Context: an optimization exercise on an open-source flow, tuned for small area, a short achievable clock period and few clock cycles per item. The choices shown serve that exercise and are no tape-out recipe.
Function was checked by simulation only, so behaviour that the tests miss may differ from the original.
No activity file was given, so power comes from the tool's default toggle rates.

===== design.v =====
module division(input clk, input rst, input start, input [31:0] dividendo, divisor,
                output [31:0] cociente, residuo, output done);
reg [15:0] rem;       
reg [16:0] dv;        
reg [15:0] quo;       
reg        busy, done_r;
wire [16:0] dv_n;
wire [8:0]  sel;
division_norm u_norm(.n_in(dividendo[15:0]), .d_in(divisor[15:0]),
                     .busy(busy), .dv(dv), .dv_n(dv_n), .sel(sel));
wire        imm = sel[0];
wire [15:0] mark;
genvar t;
generate for (t = 0; t < 8; t = t + 1) begin : g_mark
  assign mark[15 - 2*t] = 1'b0;
  assign mark[14 - 2*t] = sel[t + 1];
end endgenerate
wire        ge1, ge2;
wire [15:0] r1, rem_n;
division_step1 u_s1(.rem(rem), .dv(dv), .ge(ge1), .r(r1));
division_step2 u_s2(.rem(r1), .dv(dv[16:1]), .busy(busy), .n_in(dividendo[15:0]),
                    .ge(ge2), .rem_n(rem_n));
always @(posedge clk) begin
  done_r <= 1'b0;
  if (rst) begin
    busy <= 1'b0;
  end else if (!busy) begin
    if (start) begin
      if (imm)
        done_r <= 1'b1;
      else
        busy <= 1'b1;
    end
  end else if (quo[14]) begin
    busy   <= 1'b0;
    done_r <= 1'b1;
  end
end
always @(posedge clk) begin
  rem <= rem_n;
  dv  <= dv_n;
  if (!busy)
    quo <= mark;
  else
    quo <= {quo[13:0], ge1, ge2};
end
assign cociente = {16'd0, quo[14:0], ge1};
assign residuo  = {17'd0, r1[14:0]};
assign done     = done_r;
endmodule
module division_norm(input [15:0] n_in, d_in, input busy, input [16:0] dv,
                     output reg [16:0] dv_n, output [8:0] sel);
wire [16:0] m2;
assign m2[0] = 1'b1;
genvar i, t;
generate for (i = 1; i < 17; i = i + 1) begin : g_m2
  assign m2[i] = |n_in[15:i-1];
end endgenerate
wire [9:0] tt;
assign tt[0] = 1'b1;
assign tt[9] = 1'b0;
generate for (t = 1; t < 9; t = t + 1) begin : g_tt
  wire [32:0] sd = {17'd0, d_in} << (2 * t);
  assign tt[t] = ~|(sd & ~{16'd0, m2});
end endgenerate
assign sel = tt[8:0] & ~tt[9:1];
integer k;
always @* begin
  dv_n = {17{busy}} & {2'b0, dv[16:2]};
  for (k = 0; k < 9; k = k + 1)
    dv_n = dv_n | ({17{sel[k] & ~busy}} & ({1'b0, d_in} << (2 * k)));
end
endmodule
module division_step1(input [15:0] rem, input [16:0] dv, output ge, output [15:0] r);
assign ge = ~dv[16] && (rem >= dv[15:0]);
assign r  = ge ? rem - dv[15:0] : rem;
endmodule
module division_step2(input [15:0] rem, input [15:0] dv, input busy, input [15:0] n_in,
                      output ge, output [15:0] rem_n);
assign ge    = rem >= dv;
assign rem_n = !busy ? n_in : (ge ? rem - dv : rem);
endmodule

===== flow/run.sh =====
#!/bin/bash
# The standard layout (standard.sh) with these changes to how it is made:
# - synthesis keeps the three combinational modules apart until ABC maps
#   them, and ABC maps each module with its own delay-targeted,
#   area-recovering script (flow/abc_*.script: normalisation 1300 ps, first
#   step 1000 ps, second step 1800 ps, top 2500 ps), without the adder cell
#   step; the netlist is then flattened as in the standard synthesis;
# - ports are buffered with the smallest buffer;
# - repair_timing aims at setup margin 5.5 ns.
# Each ORFS step keeps its own log under orfs/logs; make's output goes to standard.log.
set -euo pipefail
F=$(pwd)/flow
bash standard.sh SETUP_SLACK_MARGIN=5.5 "BUFFER_PORTS_ARGS=-buffer_cell sky130_fd_sc_hd__buf_1" ADDER_MAP_FILE= \
  SYNTH_SCRIPT=$F/synth_mod.tcl "SYNTH_KEEP_MODULES=division_norm division_step1 division_step2" \
  "ABC_MODULES=division division_norm division_step1 division_step2" \
  CUSTOM_ABC_SCRIPT=$F/abc_top.script ABC_SCRIPT_division_norm=$F/abc_norm.script \
  ABC_SCRIPT_division_step1=$F/abc_step1.script ABC_SCRIPT_division_step2=$F/abc_step2.script \
   finish > standard.log 2>&1

===== flow/abc_norm.script =====
strash
dch
map -D 1300
topo
stime -c
buffer -c
upsize -c -D 1300
dnsize -c -D 1300

===== flow/abc_step1.script =====
strash
dch
map -D 1000
topo
stime -c
buffer -c
upsize -c -D 1000
dnsize -c -D 1000

===== flow/abc_step2.script =====
strash
dch
map -D 1800
topo
stime -c
buffer -c
upsize -c -D 1800
dnsize -c -D 1800

===== flow/abc_top.script =====
strash
dch
map -D 2500
topo
stime -c
buffer -c
upsize -c -D 2500
dnsize -c -D 2500

===== flow/synth_mod.tcl =====
# The standard flow's synthesis script (ORFS synthesis without the fsm and share passes,
# flattened, function nets renamed).  ABC maps each module of ABC_MODULES
# (the top and the combinational modules kept by SYNTH_KEEP_MODULES) with its
# own delay-targeted script: ABC_SCRIPT_<module> if set, else CUSTOM_ABC_SCRIPT.
proc synth {args} { yosys synth -nofsm -noshare {*}$args }
proc abc {args} {
  set i [lsearch -exact $args -script]
  foreach m $::env(ABC_MODULES) {
    set key ABC_SCRIPT_$m
    set s $::env(CUSTOM_ABC_SCRIPT)
    if { [info exists ::env($key)] } { set s $::env($key) }
    set a [lreplace $args [expr {$i + 1}] [expr {$i + 1}] $s]
    yosys abc {*}$a $m
  }
}
source $::env(SCRIPTS_DIR)/synth.tcl
# left out here: clear keep_hierarchy, flatten, clean up, hide names made inside functions, write 1_2_yosys.v

===== standard.sh =====
#!/bin/bash
# synth_recipe.tcl (not shown) runs the flow's synth.tcl, then flattens the netlist and writes it again
# the make line also repeats each setting of config.mk as NAME=value (left out here)
make -C /OpenROAD-flow-scripts/flow DESIGN_CONFIG=/design/flow/config.mk WORK_HOME=/design/flow/orfs CLKGATE_MAP_FILE= SYNTH_SCRIPT=/design/flow/synth_recipe.tcl "${@:-finish}"

===== config.mk =====
export PLATFORM = sky130hd
export DESIGN_NAME = division
export DESIGN_NICKNAME = division
export VERILOG_FILES = /design/flow/design.v
export SDC_FILE = /design/flow/constraint.sdc
export NUM_CORES = 4
export LEC_CHECK = 0
export CAP_MARGIN = 20
export CORE_MARGIN = 2
export CORE_UTILIZATION = 40
export PLACE_DENSITY = 0.6
export SLEW_MARGIN = 20

===== constraint.sdc =====
create_clock -name core_clock -period 10.0 [get_ports {clk}]
set_input_delay 2.0000 -clock core_clock [delete_from_list [all_inputs] [get_ports {clk}]]
set_output_delay 2.0000 -clock core_clock [all_outputs]
set_load 0.01 [all_outputs]

==> reports/results.ini, run 1 <==
[timing]
setup_tns_ps = 0
drv_slew = 0
fin_crit_sh_pct = 43.8
slew_headroom_pct = 44.2
tightest_slew_ps = 832
clock.fmax_mhz = 228
setup_viol = 0
min_period_ps = 4380
finalHoldViolCount = 0
rsz0062_at_grt = false
skew_ps = 8.83

[critical_path]
end_kind = output port
cpMostUsedCell = nor2_2
critPathMaxStageDelay_ps = 440
critical_path_arrival_ps = 2380
cp_slowest_cell = dfxtp_1
worst-r2r-setup-slack_ps = 5900
timing.rr.start = dv[3]
critPathLaunchType = register
worst-path-buf-inv = 2
path_max_fanout = 8
ff2ff_path_depth = 25
cpLargestDelayFamily = simple AND/OR/NAND/NOR gates
path_class = register to output port
cp_cell_sequence = nor2_2 > nor2_2 > a31oi_4 > o21bai_4 > a21oi_4 > buf_4 > nor2_4 > nand3_2 > o21ai_2 > buf_2
r2r_end = rem[14]
crit_start = dv[3]
cp.required_ps = 8000

[logic_synthesis]
syn_avg_cell_area_um2 = 6.32
synth_area_leader_cell = dfxtp_1
synth_top_area_share_pct = 18.3
synth_commonest_cells = nand2_1 (174), nor2_1 (122), inv_1 (97)
synth_area_um2 = 5470
yosys-top-cells-area = dfxtp_1 (18%), nand2_1 (12%), nor2_1 (8.4%)
syn_inst = 866
async_flop_share_pct = 0
ys.flop_type = dfxtp_1
synth_seq_cells = 50
yosysUniqueCellTypes = 69
ys_seq_area_share_pct = 18.3
yosys_warnings = 2
yosysMostFrequentCell = nand2_1
synth_edf_count = 0

[clock_network]
clkSinkCount = 50
cts_buffer_depth = 2
clk_latency_ps = 290
cts_tree = yes
cts_hold_buf = 0
path_clk_slew_ps = 70
ctsRootBufferMaster = clkbuf_16
htreeDepth = 2
cts_buffers = 5

[hold_path]
holdPathEnd = cociente[12]
min_from = cociente[10]
hold_class = register to register
min_path_cells = 2

[routing]
drtIter0Drc = 447
routed_via_density = 5.32
routedWlPerCell_um = 15.4
drc = 0
postRouteAntennaNets = 0
routed_wl_um = 17000
drt_first_pass_iters = 5
vias = 5873

[placement]
portBuffers = 66
gp_congestion = 0.966
hpwlAfterDp_um = 13300
placed_cell_area_um2 = 5620

[layout]
fin_area_um2 = 5970
final_nets = 994
fin_util_pct = 44.9
diodes = 0
syn2layout_area_growth_pct = 9.10
drive_above_1_share_pct = 17.5

[floorplan]
die_w_um = 121
num_rows = 42
dieArea_um2 = 14600
ios = 132
die_h_um = 121
coreArea_um2 = 13300
initial_core_util_pct = 41.2

[grt]
grt_use_met2_pct = 38.2
met1_usage_pct = 32.0
busiest_layer = met2
grt_overflow = 0
grt_pass1_wl_um = 27300
antenna_found_initial = 0
grt_usage_pct = 23.1
use_met3_pct = 1.69
grt_max_degree = 38
grt_pass1_vias = 5415

[run_status]
status = finished clean

[power]
powerDensity_nw_per_um2 = 210
peakVddDrop_mv = 0.0916
p_leak_nw = 2.56
finalPower_w = 0.00125

[job]
drv_cap = 0

## Yosys stat by module, one instance, submodules excluded
module,copies in the design,flops+latches
division,1,50
division_norm,1,0
division_step1,1,0
division_step2,1,0
## layer usage
layer	up-vias	part of all wire, %
li1	2959	-
met2	208	47
met1	2675	45
met3	31	5.0
met4	0	3.0
met5	-	0
## sequential cells by signal, summed over array words and instances (netlist names)
register / count
dv: 17
rem: 16
cociente: 15
busy: 1
done_r: 1
## area by class of cell
class,instances,area (um2)
clock inverters,2,37.5
flip-flops and latches,50,1020
repair buffers,75,333
clock buffers,6,129
inverters,120,450
fillers,1478,7320
multi-input cells,675,3780
well taps,176,220
## cells in the final DEF (no fill, tap or decap), types with 5 or more instances in the layout
master / Yosys / final
buf_1: 0 / 62
o2111ai_1: 13 / 13
buf_4: 35 / 8
o22ai_1: 9 / 9
inv_2: 22 / 22
nand3_1: 19 / 18
nor2_4: 2 / 8
xor2_1: 9 / 9
o21bai_1: 5 / 5
o211ai_1: 10 / 10
dfxtp_2: 0 / 12
inv_1: 97 / 97
a22oi_1: 15 / 15
a21oi_1: 43 / 42
o21ai_1: 8 / 7
nand2_1: 174 / 171
o21ai_0: 55 / 55
xnor2_1: 5 / 5
o21ai_2: 21 / 22
nor3_1: 20 / 20
nand2_2: 12 / 15
dfxtp_1: 50 / 38
nand3_2: 8 / 9
or2_2: 5 / 5
nor2_1: 122 / 115
clkbuf_16: 0 / 5
conb_1: 1 / 33
nor2_2: 17 / 20
nand4_1: 5 / 5
## what timing repair did
| action | 4_1_cts | 5_1_grt |
|---|---|---|
| buffers inserted | 3 | 5 |
| gates resized for setup | 1 | 34 |
| pin swaps | 2 | 6 |
| endpoints found under the setup margin | 15 | 36 |
| cloned | 1 | 1 |
## where the power goes
part           switching, W  total [W]  internal (W)
registers         0.0000295   0.000255      0.000225
clock network     0.0000755   0.000194      0.000118
logic              0.000537   0.000804      0.000267
## tightest hold or removal path, delay by kind of cell (launching register included)
family	cells	cell delay (ps)
flops	1	310
buf+inv	1	50
simple gates	1	30
## worst max path at each step
stage | cells past startpoint | slack, ps | to
final | 10 | 5620 | residuo[8]
after global routing | 12 | 5500 | residuo[8]
after CTS | 9 | 5520 | residuo[14]
after detailed placement | 11 | 5240 | dv[15]
after global placement | 11 | 5250 | dv[15]
after floorplan | 13 | 6280 | dv[10]
## cells by family (layout without fill, tap and decap cells)
family          count (synthesis)  in the layout  synth area share (%)
simple gates                  407            409                  34.9
buf+inv                       175            203                  16.3
compound gates                219            219                  28.2
xor+xnor                       14             14                  2.24
flops                          50             50                  18.3
other cells                     1             33                0.0685
## stage by stage
step	std cells	setup WS (ps)	hold WS [ps]
4_1_cts	1098	5520	422
6_report	1104	5620	420
5_1_grt	1104	5500	455
3_5_place_dp	1086	5240	412
2_1_floorplan	898	6280	447
3_3_place_gp	1086	5250	407
Testbench counts, summed over its fixed seeds: cycles 12,906, items 4,000.
==> inputs of run 2 (changes only) <==
--- a/flow/run.sh
+++ b/flow/run.sh
@@ -4,4 +4,4 @@
 #   them, and ABC maps each module with its own delay-targeted,
-#   area-recovering script (flow/abc_*.script: normalisation 1300 ps, first
-#   step 1000 ps, second step 1800 ps, top 2500 ps), without the adder cell
+#   area-recovering script (flow/abc_*.script: normalisation 1700 ps, first
+#   step 1000 ps, second step 2000 ps, top 2500 ps), without the adder cell
 #   step; the netlist is then flattened as in the standard synthesis;
==> flow/abc_norm.script (replaced) <==
strash
dch
map -D 1700
topo
stime -c
buffer -c
upsize -c -D 1700
dnsize -c -D 1700
==> flow/abc_step2.script (replaced) <==
strash
dch
map -D 2000
topo
stime -c
buffer -c
upsize -c -D 2000
dnsize -c -D 2000
==> run 2 against run 1 <==
Net effect:
- flip-flop and latch count unchanged
- die area shrank 0.51%
- clock-buffer cell count unchanged
- cell area increased by 1.5%
- clock power down 7%
- wire length is 1.7% lower
- sequential share of layout area down 0.36 points
- highest routed layer unchanged
- core utilization rose by 0.86 points
- sequential power about the same
==> reports/results.ini, run 2 <==
[timing]
worst_slack_ps = 5640  ; was 5620 ps
slew_headroom_pct = 48.4  ; was 44.2%
drv_slew = 0  ; unchanged
rsz0062_at_grt = false  ; unchanged
tightest_slew_ps = 769  ; was 832 ps
finalHoldViolCount = 0  ; unchanged
setup_viol = 0  ; unchanged
fin_crit_sh_pct = 43.6  ; was 43.8%
hold-worst-slack_ps = 423  ; was 420 ps
min_period_ps = 4360  ; was 4380 ps
setup_tns_ps = 0  ; unchanged
skew_ps = 7.70  ; was 8.83 ps
clock.fmax_mhz = 229  ; was 228 MHz

[clock_network]
clk_latency_ps = 300  ; was 290 ps
clkSinkCount = 50  ; unchanged
htreeDepth = 2  ; unchanged
cts_tree = yes  ; unchanged
ctsRootBufferMaster = clkbuf_16  ; unchanged
cts_buffers = 5  ; unchanged
path_clk_slew_ps = 70  ; about the same
cts_buffer_depth = 2  ; unchanged

[grt]
grt_pass1_vias = 5300  ; was 5415
grt_overflow = 0  ; unchanged
grt_max_degree = 29  ; was 38
grt_pass1_wl_um = 26900  ; was 27300 um
grt_usage_pct = 23.2  ; was 23.1%
antenna_found_initial = 0  ; unchanged

[placement]
hpwlAfterDp_um = 13300  ; about the same
placedCellCount = 1080  ; was 1086
place_worst_setup_slack_ps = 5230  ; was 5240 ps
gp_congestion = 0.966  ; unchanged
portBuffers = 66  ; unchanged

[layout]
layout.cells.non_filler = 1104  ; unchanged
seq_area_um2 = 1010  ; was 1020 um2
fillCellCount = 1475  ; was 1478
multi_input_area_um2 = 3740  ; was 3780 um2
largest_reg_flops = 17  ; unchanged
drive_above_1_share_pct = 17.2  ; was 17.5%
diodes = 0  ; unchanged
syn2layout_area_growth_pct = 11.3  ; was 9.10%
max_flop_register = dv  ; unchanged
layout_common_cells = nand2_1 (157), nor2_1 (120), inv_1 (104)  ; was nand2_1 (171), nor2_1 (115), inv_1 (97)
final_common_cell = nand2_1  ; unchanged
final_nets = 994  ; unchanged

[critical_path]
crit_start = dv[6]  ; was dv[3]
path_class = register to output port  ; unchanged
critPathLaunchType = register  ; unchanged
timing.rr.start = dv[6]  ; was dv[3]
ff2ff_path_depth = 26  ; was 25
path_max_fanout = 9  ; was 8
critical_path_arrival_ps = 2360  ; was 2380 ps
worst-r2r-setup-slack_ps = 5970  ; was 5900 ps
r2r_end = rem[15]  ; was rem[14]
cp.required_ps = 8000  ; about the same
end_kind = output port  ; unchanged

[logic_synthesis]
ys.flop_type = dfxtp_1  ; unchanged
synth_edf_count = 0  ; unchanged
synth_compound_area_share_pct = 29.3  ; was 28.2%
async_flop_share_pct = 0  ; unchanged
synth_top_area_share_pct = 18.4  ; was 18.3%
synthXorXnorAreaFrac_pct = 2.09  ; was 2.24%
synth_top_family_by_area = simple AND/OR/NAND/NOR gates  ; unchanged
synth_mux_area_share_pct = 0  ; unchanged
synth_area_um2 = 5440  ; was 5470 um2
synthAdderAreaFrac_pct = 0  ; unchanged
ys_seq_area_share_pct = 18.4  ; was 18.3%
yosys.area_share.simple_pct = 34.2  ; was 34.9%
synth_area_leader_cell = dfxtp_1  ; unchanged
yosys_warnings = 2  ; unchanged
syn_avg_cell_area_um2 = 6.38  ; was 6.32 um2
synth_commonest_cells = nand2_1 (158), nor2_1 (125), inv_1 (104)  ; was nand2_1 (174), nor2_1 (122), inv_1 (97)
yosysMostFrequentCell = nand2_1  ; unchanged
yosys-top-cells-area = dfxtp_1 (18%), nand2_1 (11%), nor2_1 (8.6%)  ; was dfxtp_1 (18%), nand2_1 (12%), nor2_1 (8.4%)
syn_inst = 853  ; was 866
yosysUniqueCellTypes = 72  ; was 69
synth_seq_cells = 50  ; unchanged

[run_status]
status = finished clean  ; unchanged

[routing]
routed_via_density = 5.24  ; was 5.32
routedWlPerCell_um = 15.2  ; was 15.4 um
drt_first_pass_iters = 4  ; was 5
postRouteAntennaNets = 0  ; unchanged
routed_wl_um = 16700  ; was 17000 um
drc = 0  ; unchanged
vias = 5780  ; was 5873
drtIter0Drc = 325  ; was 447

[hold_path]
holdPathEnd = cociente[8]  ; was cociente[12]
hold_class = register to register  ; unchanged
min_from = cociente[6]  ; was cociente[10]
min_path_cells = 2  ; unchanged

[power]
p_leak_nw = 2.66  ; was 2.56 nW
peakVddDrop_mv = 0.0773  ; was 0.0916 mV
powerDensity_nw_per_um2 = 211  ; was 210 nW/um2
finalPower_w = 0.00128  ; was 0.00125 W

[floorplan]
die_w_um = 121  ; about the same
die_h_um = 121  ; about the same
dieArea_um2 = 14600  ; about the same
num_rows = 42  ; unchanged
ios = 132  ; unchanged
coreArea_um2 = 13200  ; was 13300 um2
initial_core_util_pct = 41.1  ; was 41.2%

[job]
drv_cap = 0  ; unchanged

## run 2: cell types whose count changed in the layout (fill, tap and decap cells not counted), moves of 4 or more
cell,before,now
inv_1,97,104
a22oi_1,15,9
nand2_4,0,4
dfxtp_2,12,7
nor2_1,115,120
o211ai_1,10,6
a221oi_2,1,5
buf_4,8,12
nand2_2,15,8
a221oi_1,3,7
nand2_1,171,157
dfxtp_1,38,43
o2111ai_1,13,8
## run 2: where the power goes
group	total, W	internal [W]	switching, W	leakage [nW]
Combinational	0.000843	0.000301	0.000542	2.17
Sequential	0.000253	0.000224	0.0000290	0.416
Clock	0.000180	0.000101	0.0000792	0.0735
## run 2: critical path, cell delays in order (launching register included)
cell and delay (ps):
dfxtp_2 390, nor2_2 90, o21a_1 210, o21bai_1 180, o21bai_4 200, a21oi_4 280
nor2_8 80, buf_12 160, buf_4 130, o21ai_2 180, clkbuf_2 170
## run 2: cell families (layout without fill, tap and decap cells)
kind of cell	Yosys count	count (layout)
and+or+nand+nor	388	389
AOI/OAI and AO/OA	222	222
buffers and inverters	179	221
DFF	50	50
xor gates and xnor gates	13	13
other	1	33
## run 2: cell type report
cell class | count | area share (%)
multi-input cells | 657 | 61.8
flip-flops and latches | 50 | 16.7
inverters | 131 | 8.44
repair buffers | 82 | 6.92
well taps | 176 | 3.63
clock buffers | 6 | 2.29
clock inverters | 2 | 0.268
## run 2: how the worst max path moves through the flow
stage | slack, ps | depth (start not counted) | to
2_1_floorplan | 6280 | 11 | dv[7]
3_3_place_gp | 5190 | 26 | rem[1]
3_5_place_dp | 5230 | 26 | rem[2]
4_1_cts | 5490 | 11 | residuo[0]
5_1_grt | 5500 | 12 | residuo[0]
6_report | 5640 | 10 | residuo[0]
## run 2: Yosys stat by module, one instance, submodules excluded
module          cells  times used
division          132           1
division_step1    260           1
division_norm     221           1
division_step2    240           1
## run 2: metrics by stage
step | cell area [um2] | utilization [%]
3_3_place_gp | 5670 | 42.8
4_1_cts | 5950 | 45.0
2_1_floorplan | 5560 | -
3_5_place_dp | 5670 | 42.8
6_report | 6060 | 45.8
5_1_grt | 6060 | 45.8
## run 2: timing repair
item | CTS | global route
hold buffers | 0 | 0
resized for setup | 2 | 24
cloned | 1 | 0
pin swaps | 2 | 3
buffers inserted | 8 | 7
endpoints found under the hold margin | 0 | 0
endpoints found under the setup margin | 26 | 31
## run 2: routing by layer
metal	wire [um]	global-route usage, %	share of wire, %
met5	0	0	0
met4	488	7.99	2.9
met3	907	2.45	5.4
met2	7850	38.8	47
met1	7490	30.9	45
==> inputs of run 3 (changes only) <==
--- a/flow/run.sh
+++ b/flow/run.sh
@@ -5,3 +5,3 @@
 #   area-recovering script (flow/abc_*.script: normalisation 1700 ps, first
-#   step 1000 ps, second step 2000 ps, top 2500 ps), without the adder cell
+#   step 1100 ps, second step 1800 ps, top 2500 ps), without the adder cell
 #   step; the netlist is then flattened as in the standard synthesis;
==> flow/abc_step1.script (replaced) <==
strash
dch
map -D 1100
topo
stime -c
buffer -c
upsize -c -D 1100
dnsize -c -D 1100
==> flow/abc_step2.script (replaced) <==
strash
dch
map -D 1800
topo
stime -c
buffer -c
upsize -c -D 1800
dnsize -c -D 1800
==> run 3 against run 2 <==
Net effect:
- combinational power fell by about 10%
- clock power rose by 26%
- hold slack got worse by 3.5 ps
- wire length down 6.8%
- power shrank 3.3%
- clock-buffer cell count unchanged
- synthesized cell count decreased by 4.3%
- still clean on timing, DRC and antenna
- synthesized area is 5.0% lower
- fmax shrank 0.56%
- critical path depth did not move
- sequential share of layout area increased by 0.92 points
- via count is 5.1% lower
- largest power group unchanged
==> reports/results.ini, run 3 <==
[grt]
grt_pass1_wl_um = 24600  ; was 26900 um
grt_max_degree = 37  ; was 29
grt_usage_pct = 21.6  ; was 23.2%
grt_overflow = 0  ; unchanged
grt_pass1_vias = 4878  ; was 5300
antenna_found_initial = 0  ; unchanged

[routing]
drtIter0Drc = 346  ; was 325
drc = 0  ; unchanged
postRouteAntennaNets = 0  ; unchanged
routedWlPerCell_um = 14.8  ; was 15.2 um
routed_via_density = 5.20  ; was 5.24
routed_wl_um = 15600  ; was 16700 um
drt_first_pass_iters = 5  ; was 4
vias = 5485  ; was 5780

[layout]
max_flop_register = dv  ; unchanged
final_common_cell = nand2_1  ; unchanged
diodes = 0  ; unchanged
final_nets = 948  ; was 994
layout_common_cells = nand2_1 (161), inv_1 (110), nor2_1 (110)  ; was nand2_1 (157), nor2_1 (120), inv_1 (104)
layout.cells.non_filler = 1054  ; was 1104
drive_above_1_share_pct = 13.3  ; was 17.2%
syn2layout_area_growth_pct = 10.7  ; was 11.3%
largest_reg_flops = 17  ; unchanged
fin_util_pct = 45.4  ; was 45.8%

[logic_synthesis]
syn_inst = 816  ; was 853
synth_area_leader_cell = dfxtp_1  ; unchanged
yosys_warnings = 2  ; unchanged
ys.flop_type = dfxtp_1  ; unchanged
async_flop_share_pct = 0  ; unchanged
syn_avg_cell_area_um2 = 6.34  ; was 6.38 um2
synth_top_area_share_pct = 19.4  ; was 18.4%
yosysUniqueCellTypes = 72  ; unchanged
synth_area_um2 = 5170  ; was 5440 um2
yosys-top-cells-area = dfxtp_1 (19%), nand2_1 (12%), inv_1 (8.0%)  ; was dfxtp_1 (18%), nand2_1 (11%), nor2_1 (8.6%)
synth_commonest_cells = nand2_1 (162), inv_1 (110), nor2_1 (110)  ; was nand2_1 (158), nor2_1 (125), inv_1 (104)
synth_edf_count = 0  ; unchanged
yosysMostFrequentCell = nand2_1  ; unchanged
synth_seq_cells = 50  ; unchanged
ys_seq_area_share_pct = 19.4  ; was 18.4%

[placement]
portBuffers = 66  ; unchanged
placedCellCount = 1039  ; was 1080
hpwlAfterDp_um = 12400  ; was 13300 um
gp_congestion = 1.00  ; was 0.966

[clock_network]
clk_latency_ps = 290  ; was 300 ps
htreeDepth = 2  ; unchanged
cts_buffer_depth = 2  ; unchanged
ctsRootBufferMaster = clkbuf_16  ; unchanged
cts_tree = yes  ; unchanged
path_clk_slew_ps = 70  ; about the same
clkSinkCount = 50  ; unchanged
cts_buffers = 5  ; unchanged

[timing]
clock.fmax_mhz = 228  ; was 229 MHz
finalHoldViolCount = 0  ; unchanged
setup_viol = 0  ; unchanged
tightest_slew_ps = 768  ; was 769 ps
min_period_ps = 4390  ; was 4360 ps
skew_ps = 11.4  ; was 7.70 ps
setup_tns_ps = 0  ; unchanged
drv_slew = 0  ; unchanged
fin_crit_sh_pct = 43.9  ; was 43.6%
slew_headroom_pct = 48.5  ; was 48.4%
rsz0062_at_grt = true  ; was false

[power]
comb_power_share_pct = 61.3  ; was 66.1%
switching_share_pct = 49.2  ; was 50.9%
p_int_w = 0.000627  ; was 0.000626 W
peakVddDrop_mv = 0.0802  ; was 0.0773 mV
powerDensity_nw_per_um2 = 216  ; was 211 nW/um2
p_switching_w = 0.000607  ; was 0.000650 W
sequentialPowerShare_pct = 20.3  ; was 19.8%
p_clk_share_pct = 18.3  ; was 14.1%
p_leak_nw = 2.56  ; was 2.66 nW

[hold_path]
hold_class = register to register  ; unchanged

[floorplan]
die_w_um = 118  ; was 121 um
ios = 132  ; unchanged
coreArea_um2 = 12600  ; was 13200 um2
dieArea_um2 = 13900  ; was 14600 um2
num_rows = 41  ; was 42
die_h_um = 118  ; was 121 um
initial_core_util_pct = 41.0  ; was 41.1%

[job]
drv_cap = 0  ; unchanged

[critical_path]
critPathLaunchType = register  ; unchanged
cp_slowest_cell = dfxtp_1  ; was dfxtp_2
end_kind = output port  ; unchanged
critical_path_arrival_ps = 2390  ; was 2360 ps
path_class = register to output port  ; unchanged
cpLargestDelayFamily = compound AO/OA/AOI/OAI gates  ; unchanged
worst-path-buf-inv = 1  ; was 3
cp_cell_sequence = nor2_1 > nor2_2 > nand2_1 > o21ai_1 > a21oi_4 > o21ai_4 > and2_4 > o21ai_0 > o21ai_2 > buf_1  ; was nor2_2 > o21a_1 > o21bai_1 > o21bai_4 > a21oi_4 > nor2_8 > buf_12 > buf_4 > o21ai_2 > clkbuf_2
path_max_fanout = 9  ; unchanged
critPathMaxStageDelay_ps = 450  ; was 390 ps
cp.required_ps = 8000  ; about the same

[run_status]
status = finished clean  ; unchanged

run 3: changes by cell type after synthesis, sizes merged, moves of 2 or more:
cell | before | now
a21boi | 4 | 2
a31oi | 3 | 1
inv | 130 | 126
nand2 | 169 | 172
nand3 | 27 | 21
nor2 | 148 | 127
o211ai | 6 | 3
o21a | 4 | 1
o21ai | 90 | 81
or2 | 3 | 1
xor2 | 7 | 15
run 3: cell type report:
class                   instances  area, um2
repair buffers                 73        302
clock inverters                 2       60.1
well taps                     172        215
inverters                     127        487
fillers                      1356       6900
flip-flops and latches         50       1010
clock buffers                   6        139
multi-input cells             624       3510
run 3: power groups by stage:
| stage | clock network (W) | logic [W] | registers (W) |
|---|---|---|---|
| 2_1_floorplan | 0 | 0.000579 | 0.000247 |
| 3_3_place_gp | 0 | 0.000710 | 0.000254 |
| 3_5_place_dp | 0 | 0.000708 | 0.000255 |
| 4_1_cts | 0.000229 | 0.000716 | 0.000250 |
| 5_1_grt | 0.000236 | 0.000854 | 0.000255 |
| 6_report | 0.000226 | 0.000757 | 0.000251 |
run 3: through the flow:
step | total power, W | hold WS, ps | cell area (um2) | setup slack [ps]
final | 0.00123 | 419 | 5720 | 5610
after detailed placement | 0.000963 | 412 | 5400 | 5550
after global routing | 0.00135 | 433 | 5720 | 5450
after CTS | 0.00120 | 423 | 5610 | 5500
after global placement | 0.000964 | 406 | 5400 | 5510
after floorplan | 0.000826 | 447 | 5290 | 6280
run 3: worst paths after layout:
kind | start | endpoint | slack [ps] | cells after the start
min reg2reg | cociente[12] | cociente[14] | 420 | 2
max | dv[6] | residuo[8] | 5610 | 10
max reg2reg | dv[6] | rem[12] | 5880 | 25
min | cociente[12] | cociente[14] | 420 | 2
run 3: routing by layer:
layer | wire [um] | vias to the layer above | global-route usage (%)
li1 | - | 2792 | -
met2 | 7110 | 215 | 35.5
met5 | 0 | - | 0
met1 | 6970 | 2449 | 29.1
met4 | 388 | 0 | 7.23
met3 | 1120 | 29 | 2.86
run 3: tightest hold or removal path: cells and delay by family (launching register included):
| family | cells | cell delay, ps |
|---|---|---|
| flops | 1 | 310 |
| buf+inv | 1 | 40 |
| simple gates | 1 | 30 |
run 3: logic make-up (layout without fill, tap and decap cells):
logic type      after synthesis  after routing  synth area share [%]
flops                        50             50                  19.4
other cells                   1             33                0.0725
xor+xnor                     22             22                  3.87
simple gates                362            363                  32.7
buf+inv                     175            208                  16.3
compound gates              206            206                  27.7
run 3: modules after synthesis, one instance, submodules excluded:
module          cells  times used  flops+latches  cell area [um2]
division          132           1             50             1440
division_norm     221           1              0             1440
division_step1    225           1              0             1170
division_step2    238           1              0             1110
run 3: repair_timing:
item / CTS / global route
pin swaps: 0 / 1
setup buffers: 0 / 6
gates resized for setup: 8 / 21
endpoints found under the setup margin: 8 / 25
gates cloned: 0 / 1
hold buffers: 0 / 0
==> inputs of run 4 (changes only) <==
--- a/flow/run.sh
+++ b/flow/run.sh
@@ -4,4 +4,4 @@
 #   them, and ABC maps each module with its own delay-targeted,
-#   area-recovering script (flow/abc_*.script: normalisation 1700 ps, first
-#   step 1100 ps, second step 1800 ps, top 2500 ps), without the adder cell
+#   area-recovering script (flow/abc_*.script: normalisation 1500 ps, first
+#   step 1150 ps, second step 1800 ps, top 2500 ps), without the adder cell
 #   step; the netlist is then flattened as in the standard synthesis;
==> flow/abc_norm.script (replaced) <==
strash
dch
map -D 1500
topo
stime -c
buffer -c
upsize -c -D 1500
dnsize -c -D 1500
==> flow/abc_step1.script (replaced) <==
strash
dch
map -D 1150
topo
stime -c
buffer -c
upsize -c -D 1150
dnsize -c -D 1150
==> run 4 against run 3 <==
Net effect:
- fmax increased by 0.38%
- highest routed layer unchanged
- sequential share of layout area about the same
- critical path depth increased by 1
- final cell count about the same
- combinational power increased by 11%
- clock skew decreased by 3.1 ps
- first-iteration DRC count increased by 77%
- still clean
- hold slack improved by 1.8 ps
- clock power decreased by about 20%
- cell area increased by 1.3%
- power increased by 3.0%
- largest cell class unchanged
- synthesized area decreased by 1.7%
==> reports/results.ini, run 4 <==
[power]
p_leak_nw = 2.62  ; was 2.56 nW
p_switching_w = 0.000671  ; was 0.000607 W
powerDensity_nw_per_um2 = 219  ; was 216 nW/um2
comb_power_share_pct = 65.8  ; was 61.3%
sequentialPowerShare_pct = 20.0  ; was 20.3%
p_clk_share_pct = 14.1  ; was 18.3%
switching_share_pct = 52.8  ; was 49.2%
p_int_w = 0.000600  ; was 0.000627 W
finalPower_w = 0.00127  ; was 0.00123 W
peakVddDrop_mv = 0.0984  ; was 0.0802 mV

[floorplan]
coreArea_um2 = 12500  ; was 12600 um2
num_rows = 41  ; unchanged
ios = 132  ; unchanged
die_w_um = 117  ; was 118 um
dieArea_um2 = 13600  ; was 13900 um2
die_h_um = 117  ; was 118 um
initial_core_util_pct = 40.6  ; was 41.0%

[timing]
drv_slew = 0  ; unchanged
finalHoldViolCount = 0  ; unchanged
worst_slack_ps = 5630  ; was 5610 ps
rsz0062_at_grt = false  ; was true
setup_tns_ps = 0  ; unchanged
slew_headroom_pct = 46.7  ; was 48.5%
clock.fmax_mhz = 229  ; was 228 MHz
min_period_ps = 4370  ; was 4390 ps
setup_viol = 0  ; unchanged
skew_ps = 8.27  ; was 11.4 ps
tightest_slew_ps = 794  ; was 768 ps
fin_crit_sh_pct = 43.7  ; was 43.9%

[logic_synthesis]
syn_inst = 816  ; unchanged
ys.flop_type = dfxtp_1  ; unchanged
synthXorXnorAreaFrac_pct = 3.96  ; was 3.87%
synth_commonest_cells = nand2_1 (176), inv_1 (116), nor2_1 (112)  ; was nand2_1 (162), inv_1 (110), nor2_1 (110)
yosysMostFrequentCell = nand2_1  ; unchanged
synth_area_leader_cell = dfxtp_1  ; unchanged
async_flop_share_pct = 0  ; unchanged
syn_avg_cell_area_um2 = 6.23  ; was 6.34 um2
yosys_warnings = 2  ; unchanged
synthAdderAreaFrac_pct = 0  ; unchanged
synth_top_area_share_pct = 19.7  ; was 19.4%
yosys-top-cells-area = dfxtp_1 (20%), nand2_1 (13%), inv_1 (8.6%)  ; was dfxtp_1 (19%), nand2_1 (12%), inv_1 (8.0%)
synth_top_family_by_area = simple AND/OR/NAND/NOR gates  ; unchanged
yosys.area_share.simple_pct = 33.6  ; was 32.7%
yosysUniqueCellTypes = 68  ; was 72
synth_area_um2 = 5080  ; was 5170 um2
synth_edf_count = 0  ; unchanged
synth_seq_cells = 50  ; unchanged
ys_seq_area_share_pct = 19.7  ; was 19.4%
synth_mux_area_share_pct = 0  ; unchanged
synth_compound_area_share_pct = 26.2  ; was 27.7%

[routing]
vias = 5561  ; was 5485
drt_first_pass_iters = 6  ; was 5
routedWlPerCell_um = 15.3  ; was 14.8 um
drtIter0Drc = 614  ; was 346
routed_wl_um = 16100  ; was 15600 um
routed_via_density = 5.28  ; was 5.20
postRouteAntennaNets = 0  ; unchanged
drc = 0  ; unchanged

[clock_network]
cts_buffers = 5  ; unchanged
clkSinkCount = 50  ; unchanged
cts_tree = yes  ; unchanged
cts_buffer_depth = 2  ; unchanged
cts_hold_buf = 0  ; unchanged
htreeDepth = 2  ; unchanged
ctsRootBufferMaster = clkbuf_16  ; unchanged
clk_latency_ps = 290  ; about the same
path_clk_slew_ps = 80  ; was 70 ps

[placement]
portBuffers = 66  ; unchanged
gp_congestion = 0.941  ; was 1.00
place_worst_setup_slack_ps = 5350  ; was 5550 ps
hpwlAfterDp_um = 12600  ; was 12400 um

[grt]
grt_pass1_vias = 4942  ; was 4878
grt_usage_pct = 23.1  ; was 21.6%
grt_overflow = 0  ; unchanged
grt_pass1_wl_um = 24800  ; was 24600 um
grt_max_degree = 29  ; was 37
antenna_found_initial = 0  ; unchanged

[layout]
fin_util_pct = 46.3  ; was 45.4%
fillCellCount = 1398  ; was 1356
max_flop_register = dv  ; unchanged
multi_input_area_um2 = 3620  ; was 3510 um2
final_nets = 947  ; was 948
layout_common_cells = nand2_1 (171), inv_1 (116), nor2_1 (111)  ; was nand2_1 (161), inv_1 (110), nor2_1 (110)
diodes = 0  ; unchanged
largest_reg_flops = 17  ; unchanged
seq_area_um2 = 1020  ; was 1010 um2
syn2layout_area_growth_pct = 14.1  ; was 10.7%
drive_above_1_share_pct = 14.4  ; was 13.3%
final_common_cell = nand2_1  ; unchanged

[hold_path]
hold_class = register to register  ; unchanged
holdPathEnd = cociente[6]  ; was cociente[14]
min_from = cociente[4]  ; was cociente[12]
min_path_cells = 2  ; unchanged

[critical_path]
path_class = register to output port  ; unchanged
r2r_end = rem[11]  ; was rem[12]
cp_slowest_cell = dfxtp_1  ; unchanged
critPathLaunchType = register  ; unchanged
ff2ff_path_depth = 26  ; was 25
path_max_fanout = 8  ; was 9
timing.rr.start = rem[3]  ; was dv[6]
worst-r2r-setup-slack_ps = 5930  ; was 5880 ps
critPathMaxStageDelay_ps = 350  ; was 450 ps
cpMostUsedCell = a31oi_4
end_kind = output port  ; unchanged
critical_path_arrival_ps = 2370  ; was 2390 ps
cp_cell_sequence = inv_1 > nor2_2 > nor2_4 > a21oi_2 > nand2_4 > a31oi_4 > o31ai_4 > and2_4 > buf_4 > a31oi_4 > buf_2  ; was nor2_1 > nor2_2 > nand2_1 > o21ai_1 > a21oi_4 > o21ai_4 > and2_4 > o21ai_0 > o21ai_2 > buf_1
cp.required_ps = 8000  ; about the same

[job]
drv_cap = 0  ; unchanged

[run_status]
status = finished clean  ; unchanged

==> run 4: changes by cell type in the layout (fill, tap and decap cells not counted), moves of 8 or more <==
cell,previous run,this run
dfxtp_2,4,14
o21ai_4,1,11
dfxtp_1,46,36
o21ai_2,18,5
nor3_1,18,10
nand2_1,161,171
o21ai_0,52,43
==> run 4: worst max-delay path, delay by kind of cell (launching register included) <==
family / cells / cell delay [ps]
buffers and inverters: 3 / 370
AND/OR/NAND/NOR: 4 / 630
flip-flops: 1 / 350
AO/OA/AOI/OAI: 4 / 720
==> run 4: logic make-up after synthesis <==
group / after synthesis
flip-flops: 50
AND/OR/NAND/NOR: 371
buffers and inverters: 175
XOR/XNOR: 23
AO/OA/AOI/OAI: 196
other: 1
==> run 4: worst max-delay path by stage <==
stage / endpoint / cells after the start / from / slack (ps)
2_1_floorplan: residuo[0] / 10 / dv[12] / 6210
3_3_place_gp: rem[11] / 22 / dv[12] / 5360
3_5_place_dp: rem[11] / 22 / dv[12] / 5350
4_1_cts: residuo[0] / 11 / dv[13] / 5510
5_1_grt: residuo[0] / 11 / dv[13] / 5490
6_report: residuo[0] / 11 / rem[3] / 5630
==> run 4: power by group through the flow <==
stage                     Sequential [W]  Combinational (W)  Clock (W)
after floorplan                 0.000247           0.000570          0
after global placement          0.000258           0.000714          0
after detailed placement        0.000257           0.000715          0
after CTS                       0.000253           0.000733   0.000183
after global routing            0.000259           0.000928   0.000191
final                           0.000255           0.000837   0.000180
==> run 4: metrics by stage <==
step / hold WS (ps) / std cells / area (um2)
floorplan: 447 / 848 / 5200
global placement: 412 / 1038 / 5310
detailed placement: 414 / 1038 / 5310
CTS: 426 / 1049 / 5520
global route: 439 / 1053 / 5800
finish: 421 / 1053 / 5800
==> run 4: layout make-up <==
class                      count  area share (%)
clock inverter                 3           0.496
inverter                     126            8.33
clock buffer                   5            2.16
sequential                    50            17.6
timing repair buffer          72            5.22
multi-input combinational    625            62.5
tap                          172            3.71
==> run 4: timing repair <==
item                       CTS  global route
buffers inserted             3             2
cloned                       0             2
gates resized for setup     10            60
setup endpoints to repair   21            25
pin swaps                    1             8
==> run 4: modules after synthesis, one instance, submodules excluded <==
module          area (um2)  flip-flops and latches
division_norm         1410                       0
division              1440                      50
division_step1        1110                       0
division_step2        1110                       0
==> run 4: metal layers <==
metal,part of all wire [%],track usage [%],vias up
li1,-,-,2774
met1,46,32.2,2480
met2,44,37.3,268
met3,8.0,3.68,39
met4,2.5,6.20,0
met5,0,0,-
==> inputs of run 5 (changes only) <==
--- a/flow/run.sh
+++ b/flow/run.sh
@@ -5,6 +5,6 @@
 #   area-recovering script (flow/abc_*.script: normalisation 1500 ps, first
-#   step 1150 ps, second step 1800 ps, top 2500 ps), without the adder cell
+#   step 900 ps, second step 2200 ps, top 2500 ps), without the adder cell
 #   step; the netlist is then flattened as in the standard synthesis;
 # - ports are buffered with the smallest buffer;
-# - repair_timing aims at setup margin 5.5 ns.
+# - repair_timing aims at setup margin 5.6 ns.
 # Each ORFS step keeps its own log under orfs/logs; make's output goes to standard.log.
@@ -12,3 +12,3 @@
 F=$(pwd)/flow
-bash standard.sh SETUP_SLACK_MARGIN=5.5 "BUFFER_PORTS_ARGS=-buffer_cell sky130_fd_sc_hd__buf_1" ADDER_MAP_FILE= \
+bash standard.sh SETUP_SLACK_MARGIN=5.6 "BUFFER_PORTS_ARGS=-buffer_cell sky130_fd_sc_hd__buf_1" ADDER_MAP_FILE= \
   SYNTH_SCRIPT=$F/synth_mod.tcl "SYNTH_KEEP_MODULES=division_norm division_step1 division_step2" \
==> flow/abc_step1.script (replaced) <==
strash
dch
map -D 900
topo
stime -c
buffer -c
upsize -c -D 900
dnsize -c -D 900
==> flow/abc_step2.script (replaced) <==
strash
dch
map -D 2200
topo
stime -c
buffer -c
upsize -c -D 2200
dnsize -c -D 2200
==> run 5 against run 4 <==
Net effect:
- clock skew hardly changed
- critical path type unchanged
- critical path depth is 1 lower
- still clean on timing, DRC and antenna
- die area is 6.4% higher
==> reports/results.ini, run 5 <==
[run_status]
status = finished clean  ; unchanged

[hold_path]
min_path_cells = 2  ; unchanged
holdPathEnd = cociente[8]  ; was cociente[6]
min_from = cociente[6]  ; was cociente[4]
hold_class = register to register  ; unchanged

[routing]
drc = 0  ; unchanged
drtIter0Drc = 377  ; was 614
drt_first_pass_iters = 5  ; was 6
routed_wl_um = 18400  ; was 16100 um
vias = 6183  ; was 5561
postRouteAntennaNets = 0  ; unchanged
routed_via_density = 5.43  ; was 5.28
routedWlPerCell_um = 16.2  ; was 15.3 um

[critical_path]
worst-path-buf-inv = 3  ; unchanged
critical_path_arrival_ps = 2320  ; was 2370 ps
cpLargestDelayFamily = compound AO/OA/AOI/OAI gates  ; unchanged
path_class = register to output port  ; unchanged
end_kind = output port  ; unchanged
cp_cell_sequence = inv_1 > nand2_1 > nand4_2 > nor2_2 > nand2_2 > o21bai_1 > a21oi_4 > buf_4 > o21ai_1 > buf_1  ; was inv_1 > nor2_2 > nor2_4 > a21oi_2 > nand2_4 > a31oi_4 > o31ai_4 > and2_4 > buf_4 > a31oi_4 > buf_2
crit_start = rem[9]  ; was rem[3]
ff2ff_path_depth = 27  ; was 26
path_max_fanout = 7  ; was 8
worst-r2r-setup-slack_ps = 6060  ; was 5930 ps
cp.required_ps = 8000  ; about the same
critPathLaunchType = register  ; unchanged
r2r_end = rem[12]  ; was rem[11]
critPathMaxStageDelay_ps = 430  ; was 350 ps
timing.rr.start = rem[9]  ; was rem[3]
cp_slowest_cell = dfxtp_1  ; unchanged

[logic_synthesis]
synthXorXnorAreaFrac_pct = 3.21  ; was 3.96%
ys.flop_type = dfxtp_1  ; unchanged
yosys_warnings = 2  ; unchanged
synth_mux_area_share_pct = 0  ; unchanged
synth_top_area_share_pct = 18.5  ; was 19.7%
synthAdderAreaFrac_pct = 0  ; unchanged
synth_top_family_by_area = simple AND/OR/NAND/NOR gates  ; unchanged
ys_seq_area_share_pct = 18.5  ; was 19.7%
yosys.area_share.simple_pct = 34.3  ; was 33.6%
synth_commonest_cells = nand2_1 (187), inv_1 (121), nor2_1 (121)  ; was nand2_1 (176), inv_1 (116), nor2_1 (112)
syn_inst = 880  ; was 816
yosysMostFrequentCell = nand2_1  ; unchanged
yosys-top-cells-area = dfxtp_1 (18%), nand2_1 (13%), inv_1 (8.4%)  ; was dfxtp_1 (20%), nand2_1 (13%), inv_1 (8.6%)
synth_area_leader_cell = dfxtp_1  ; unchanged
yosysUniqueCellTypes = 69  ; was 68
async_flop_share_pct = 0  ; unchanged
synth_area_um2 = 5420  ; was 5080 um2
synth_compound_area_share_pct = 28.5  ; was 26.2%
synth_edf_count = 0  ; unchanged
syn_avg_cell_area_um2 = 6.16  ; was 6.23 um2
synth_seq_cells = 50  ; unchanged

[grt]
grt_pass1_vias = 5762  ; was 4942
grt_max_degree = 29  ; unchanged
grt_usage_pct = 24.8  ; was 23.1%
grt_pass1_wl_um = 28800  ; was 24800 um
grt_overflow = 0  ; unchanged
antenna_found_initial = 0  ; unchanged

[clock_network]
path_clk_slew_ps = 60  ; was 80 ps
cts_tree = yes  ; unchanged
ctsRootBufferMaster = clkbuf_16  ; unchanged
clkSinkCount = 50  ; unchanged
htreeDepth = 2  ; unchanged
cts_buffer_depth = 2  ; unchanged
cts_buffers = 5  ; unchanged
clk_latency_ps = 290  ; about the same

[timing]
clock.fmax_mhz = 232  ; was 229 MHz
skew_ps = 8.34  ; was 8.27 ps
finalHoldViolCount = 0  ; unchanged
drv_slew = 0  ; unchanged
setup_tns_ps = 0  ; unchanged
hold-worst-slack_ps = 419  ; was 421 ps
min_period_ps = 4320  ; was 4370 ps
tightest_slew_ps = 803  ; was 794 ps
setup_viol = 0  ; unchanged
fin_crit_sh_pct = 43.2  ; was 43.7%
slew_headroom_pct = 46.2  ; was 46.7%
rsz0062_at_grt = true  ; was false

[layout]
layout_common_cells = nand2_1 (177), inv_1 (121), nor2_1 (117)  ; was nand2_1 (171), inv_1 (116), nor2_1 (111)
largest_reg_flops = 17  ; unchanged
max_flop_register = dv  ; unchanged
final_nets = 1028  ; was 947
diodes = 0  ; unchanged
syn2layout_area_growth_pct = 16.1  ; was 14.1%
drive_above_1_share_pct = 15.5  ; was 14.4%
final_common_cell = nand2_1  ; unchanged
layout.cells.non_filler = 1138  ; was 1053
fillCellCount = 1471  ; was 1398

[power]
peakVddDrop_mv = 0.0872  ; was 0.0984 mV
powerDensity_nw_per_um2 = 218  ; was 219 nW/um2
p_leak_nw = 2.79  ; was 2.62 nW

[floorplan]
ios = 132  ; unchanged
coreArea_um2 = 13200  ; was 12500 um2
initial_core_util_pct = 40.9  ; was 40.6%
dieArea_um2 = 14500  ; was 13600 um2
die_w_um = 120  ; was 117 um
die_h_um = 120  ; was 117 um
num_rows = 42  ; was 41

[placement]
placedCellCount = 1108  ; was 1038
portBuffers = 66  ; unchanged
hpwlAfterDp_um = 14500  ; was 12600 um
gp_congestion = 0.999  ; was 0.941

[job]
drv_cap = 0  ; unchanged

## run 5: changes by cell type after synthesis, moves of 5 or more
cell,change
nor2_1,+9
inv_1,+5
o21ai_0,+16
nand3_1,+7
a21oi_1,+7
nand2_1,+11
nor2_2,-5
xor2_1,-9
nand4_1,+15
o21ai_1,-5
## run 5: what timing repair did
item | CTS | global route
hold buffers | 0 | 0
pin swaps | 4 | 15
gates cloned | 0 | 0
setup buffers | 8 | 14
gates resized for setup | 30 | 54
setup endpoints to repair | 31 | 46
## run 5: power breakdown
part / switching (W) / internal, W / leakage, nW
Sequential: 0.0000360 / 0.000226 / 0.418
Combinational: 0.000580 / 0.000327 / 2.29
Clock: 0.0000754 / 0.000126 / 0.0875
Total: 0.000691 / 0.000679 / 2.79
## run 5: layout make-up
cell class                 count  area [um2]  area share [%]
multi-input combinational    685        3920            62.4
tap                          176         220            3.50
timing repair buffer          89         439            6.98
clock buffer                   6         139            2.21
clock inverter                 2        38.8           0.617
sequential                    50        1030            16.4
inverter                     130         498            7.92
## run 5: cells by family (layout without fill, tap and decap cells)
| logic type | Yosys count | count (layout) |
|---|---|---|
| AOI/OAI and AO/OA | 229 | 229 |
| xor gates and xnor gates | 19 | 19 |
| DFF | 50 | 50 |
| and+or+nand+nor | 404 | 404 |
| buffers and inverters | 177 | 227 |
| other | 1 | 33 |
## run 5: worst max path at each step
stage / end / cells past startpoint
2_1_floorplan: residuo[10] / 9
3_3_place_gp: rem[1] / 26
3_5_place_dp: rem[1] / 26
4_1_cts: residuo[12] / 8
5_1_grt: residuo[14] / 10
6_report: residuo[6] / 10
## run 5: worst register-to-register path, cell delays in order, from the launching register on
cell and delay [ps]:
dfxtp_1 430, inv_1 70, nand2_1 110, nand4_2 160
nor2_2 200, nand2_2 90, o21bai_1 200, a21oi_4 290
buf_4 180, o21ai_2 80, inv_1 80, nor2_1 50
inv_1 100, nand2_1 70, nor2_2 130, nor2_1 70
inv_1 70, nand4_1 70, inv_1 70, nor2_2 60
nor4_2 170, a211oi_2 100, nand3b_1 230, nand2_4 160
clkinv_4 160, a21oi_1 150, o21ai_0 100, a22o_1 180
## run 5: layer usage
| metal | vias up | wire (um) | GRT usage [%] |
|---|---|---|---|
| met1 | 2836 | 8000 | 31.9 |
| met3 | 31 | 1080 | 2.83 |
| met2 | 237 | 8940 | 43.5 |
| met4 | 0 | 392 | 7.56 |
| li1 | 3079 | - | - |
| met5 | - | 0 | 0 |
## run 5: per-stage QoR
step / power, W / utilization [%] / instance area (um2) / setup slack, ps
global route: 0.00148 / 47.5 / 6290 / 5520
CTS: 0.00126 / 45.3 / 6000 / 5550
global placement: 0.00101 / 42.8 / 5670 / 4860
floorplan: 0.000841 / - / 5540 / 6320
finish: 0.00137 / 47.5 / 6290 / 5680
detailed placement: 0.00101 / 42.8 / 5670 / 4910
## run 5: modules after synthesis (local to each module, per instance)
module	times used	flip-flops and latches
division	1	50
division_step2	1	0
division_step1	1	0
division_norm	1	0

[separate check: timing with driven ports]
In the flow no input, the clock included, has a driving cell. The finished layouts below were timed again as built, in two steps.
Step 1, drivers: a clkbuf_16 drives clk and a buf_2 each remaining input, both assumed.
Step 2 times the ports against the registers' clock, not the clock port: input delays grow and output delays shrink by t, the midpoint of the rising clock arrivals with the driver on.
a / b / c = no drivers / after step 1 / after step 2; a / b = the first two.
run | t (ns) | slack for setup (ns) | pins driven straight from the clock port
run 1 | 0.322 | 5.618 / 5.583 / 5.401 | 1
run 2 | 0.331 | 5.635 / 5.596 / 5.502 | 1
run 3 | 0.324 | 5.611 / 5.573 / 5.501 | 1
run 4 | 0.326 | 5.627 / 5.588 / 5.415 | 1
run 5 | 0.329 | 5.682 / 5.644 / 5.544 | 1
After both steps setup and hold are still met in every run listed. The setup slack of run 1, which loses most, moves by -0.035 ns with the drivers and by -0.217 ns with both steps.
